From an optimization exercise on the open Yosys and OpenROAD flow, aimed at small area and a short achievable clock period; shortcuts taken in it are not production practice.
RTL that was checked went through simulation tests only; none was proved equivalent to the original.

==> delta <==
## plastic_neuron
module plastic_neuron (
    input wire clk,
    input wire rst,
    input wire [15:0] input_signal,
    input wire [15:0] feedback_error,
    input wire enable_learning,
    output wire [31:0] output_signal
);
Settings: LEC_CHECK=0, CAP_MARGIN=5, CORE_MARGIN=2, CORE_UTILIZATION=40, SETUP_SLACK_MARGIN=3.0, SLEW_MARGIN=5, SYNTH_HIERARCHICAL=1; clock period 7.0 ns.
standard.sh (not shown) runs the stock make flow with config.mk's settings and CLKGATE_MAP_FILE= SYNTH_SCRIPT=/design/flow/synth_recipe.tcl, a recipe that flattens the netlist after the stock synthesis.
==> flow/flow/run.sh <==
#!/bin/bash
# Layout flow: the standard flow (standard.sh) with the standard
# synthesis unchanged, and two changes to how the layout is made:
#  - the I/O port buffers are plain buf_2 cells (which repair_timing can
#    size) instead of the delay buffers buffer_ports picks on its own;
#  - clock tree synthesis builds from clkbuf_8 cells and adds no dummy loads.
# Each step logs to its own file in this folder.
set -euo pipefail
bash standard.sh synth > synth.log 2>&1
bash standard.sh BUFFER_PORTS_ARGS="-buffer_cell sky130_fd_sc_hd__buf_2" \
  CTS_ARGS="-sink_clustering_enable -repair_clock_nets -dont_use_dummy_load -buf_list sky130_fd_sc_hd__clkbuf_8" \
  finish > layout.log 2>&1
==> zinc: changes against delta <==
--- a/flow/design.v
+++ b/flow/design.v
@@ -1105,4 +1105,10 @@
   assign y = ~(a | b);
 endmodule
+module pn_nand3 (input wire a, input wire b, input wire c, output wire y);
+  assign y = ~(a & b & c);
+endmodule
+module pn_xor2e (input wire a, input wire b, input wire e, output wire y);
+  assign y = (a ^ b) & e;
+endmodule
 module pn_xor2 (input wire a, input wire b, output wire y);
   assign y = a ^ b;
==> flow/flow/run.sh (replaced) <==
#!/bin/bash
# Layout flow: the standard flow (standard.sh), with the standard
# synthesis unchanged, and the I/O port buffers made from the plain buffer
# family (buf_N) instead of the delay-buffer cells buffer_ports picks on its
# own, so that repair_timing can size them. Each step's output goes to its
# own log in this folder.
set -euo pipefail
bash standard.sh synth > synth.log 2>&1
bash standard.sh BUFFER_PORTS_ARGS="-buffer_cell sky130_fd_sc_hd__buf_2" finish > layout.log 2>&1
- CAP_MARGIN: 5 -> 20
- GPL_TIMING_DRIVEN: not set -> 1
- SLEW_MARGIN: 5 -> 20
==> notes <==
In zinc the routed wire length is higher than in delta, by about 0.47%. Of delta and zinc, zinc has the higher global-route usage (gap 0.22 points). delta completed with no timing, DRC or antenna violations. zinc ran to the end with no violations. Between delta and zinc, the lower via count is in zinc (gap 0.77%, measured against zinc).
==> figures <==
quantity                                                  zinc           delta
Number of global-route vias before repair                 6183            6116
Clock-cell share                                         3.61%           1.37%
Total via count after detailed routing                    5943            5989
Critical path required time                            7.21 ns         5.60 ns
Average wire per standard cell                         17.6 um         17.5 um
Status                                          finished clean  finished clean
Startpoint kind of the worst setup timing path   primary input        register
Area used by multi-input combinational logic        6050 sq um      6070 sq um
Only the layout flow was run in zinc; the RTL was not checked for function there.

* * *

==> juniper <==
Another version of the RTL of plastic_neuron (not shown whole).
==> flow/config.mk <==
export PLATFORM = sky130hd
export DESIGN_NAME = plastic_neuron
export DESIGN_NICKNAME = plastic_neuron
export VERILOG_FILES = /design/flow/design.v
export SDC_FILE = /design/flow/constraint.sdc
export NUM_CORES = 4
export LEC_CHECK = 0
export CAP_MARGIN = 20
export CORE_MARGIN = 2
export CORE_UTILIZATION = 40
export SETUP_SLACK_MARGIN = 3.0
export SLEW_MARGIN = 20
export SYNTH_HIERARCHICAL = 1
==> flow/constraint.sdc <==
create_clock -name core_clock -period 7.0 [get_ports {clk}]
set_input_delay 1.4000 -clock core_clock [delete_from_list [all_inputs] [get_ports {clk}]]
set_output_delay 1.4000 -clock core_clock [all_outputs]
set_load 0.01 [all_outputs]
==> flow/flow/run.sh <==
#!/bin/bash
# Layout flow: the standard flow (standard.sh), with the standard
# synthesis unchanged, and the I/O port buffers made from the plain buffer
# family (buf_N) instead of the delay-buffer cells buffer_ports picks on its
# own, so that repair_timing can size them. Each step's output goes to its
# own log in this folder.
set -euo pipefail
bash standard.sh synth > synth.log 2>&1
bash standard.sh BUFFER_PORTS_ARGS="-buffer_cell sky130_fd_sc_hd__buf_2" finish > layout.log 2>&1
==> raven: changes against juniper <==
--- a/flow/flow/run.sh
+++ b/flow/flow/run.sh
@@ -8,2 +8,2 @@
 bash standard.sh synth > synth.log 2>&1
-bash standard.sh BUFFER_PORTS_ARGS="-buffer_cell sky130_fd_sc_hd__buf_2" finish > layout.log 2>&1
+bash standard.sh BUFFER_PORTS_ARGS="-buffer_cell sky130_fd_sc_hd__buf_4" finish > layout.log 2>&1
==> summary of the runs <==
- raven passed the timing, design-rule and antenna checks. juniper finished with timing, DRC and antenna clean.
- In juniper the via count is higher than in raven, by about 0.46%.
- Of raven and juniper, raven has the higher utilization (gap 0.92 points).
- In juniper the fmax is lower than in raven, by about 1.6%.
- Between raven and juniper, the lower final area is in juniper (gap about 2%, measured against juniper).
- Against juniper, the wire length of raven is larger by about 2.5%.
- Non-clock buffer count: raven is lower than juniper (2).
- Against raven, the critical path depth of juniper is higher by 4.
- In area after synthesis, juniper and raven do not differ.
- Of juniper and raven, juniper has the higher first-iteration DRC count (gap 1.0%, measured against raven).
- Between juniper and raven, the lower clock skew is in juniper (gap 3.1 ps).
==> figures <==
Max FO, Critical Path: juniper 4; raven 25
R2R setup slack: juniper 3180 ps; raven 3180 ps
Metal-1 WL: juniper 8.15 mm; raven 8.34 mm
Outcome: juniper finished clean; raven finished clean
Multi-input combinational area share: juniper 65.4%; raven 64.5%
Setup Buffers After CTS: juniper 6; raven 9
Critical path data arrival time: juniper 2480 ps; raven 4040 ps
Routed wirelength normalized by instance count: juniper 16.0 um; raven 16.5 um
Footprint of the multi-input gates: juniper 6070 um^2; raven 6110 um^2
Clk cell area share: juniper 3.33%; raven 3.33%
Worst slew margin relative to its limit: juniper 35.6%; raven 35.8%
Pin slew with the least headroom to its limit: juniper 966 ps; raven 964 ps
Vias in the first global route: juniper 6018; raven 6058
Final area over synthesized area: juniper 1.095x; raven 1.117x
Met2 WL: juniper 8.83 mm; raven 9.03 mm
Global-route wire length before repair: juniper 30.6 mm; raven 31.2 mm
Later-pin clock latency in the skew report: juniper 350 ps; raven 360 ps
Antenna violations before repair: juniper 1; raven 0

## port drivers added, routing unchanged
How much do the figures lean on ideal ports? The routed layouts below were timed once more, with nothing changed but the port constraints. Step 1: set_driving_cell puts a clkbuf_16 on clk and a buf_2 on each other input, an assumption about the parent block. Step 2 also shifts input and output timing later by t, the mid clock arrival at the registers, as if the neighbouring blocks saw the same clock. a / b / c = ideal / step 1 / step 2; a / b = the first two.
run | shift t [ns] | slack for setup (ns) | slew at the worst register clock pin (ns)
delta | 0.402 | 3.144 / 3.106 / 2.803 | 0.08 / 0.08
zinc | 0.389 | 3.142 / 3.108 / 2.765 | 0.07 / 0.07
juniper | 0.389 | 3.122 / 3.079 / 2.777 | 0.06 / 0.06
raven | 0.394 | 3.183 / 3.149 / 2.918 | 0.06 / 0.06
After both steps setup and hold are still met in every run listed. For zinc, which loses most, drivers alone change the setup slack by -0.034 ns; drivers and shift together by -0.377 ns.
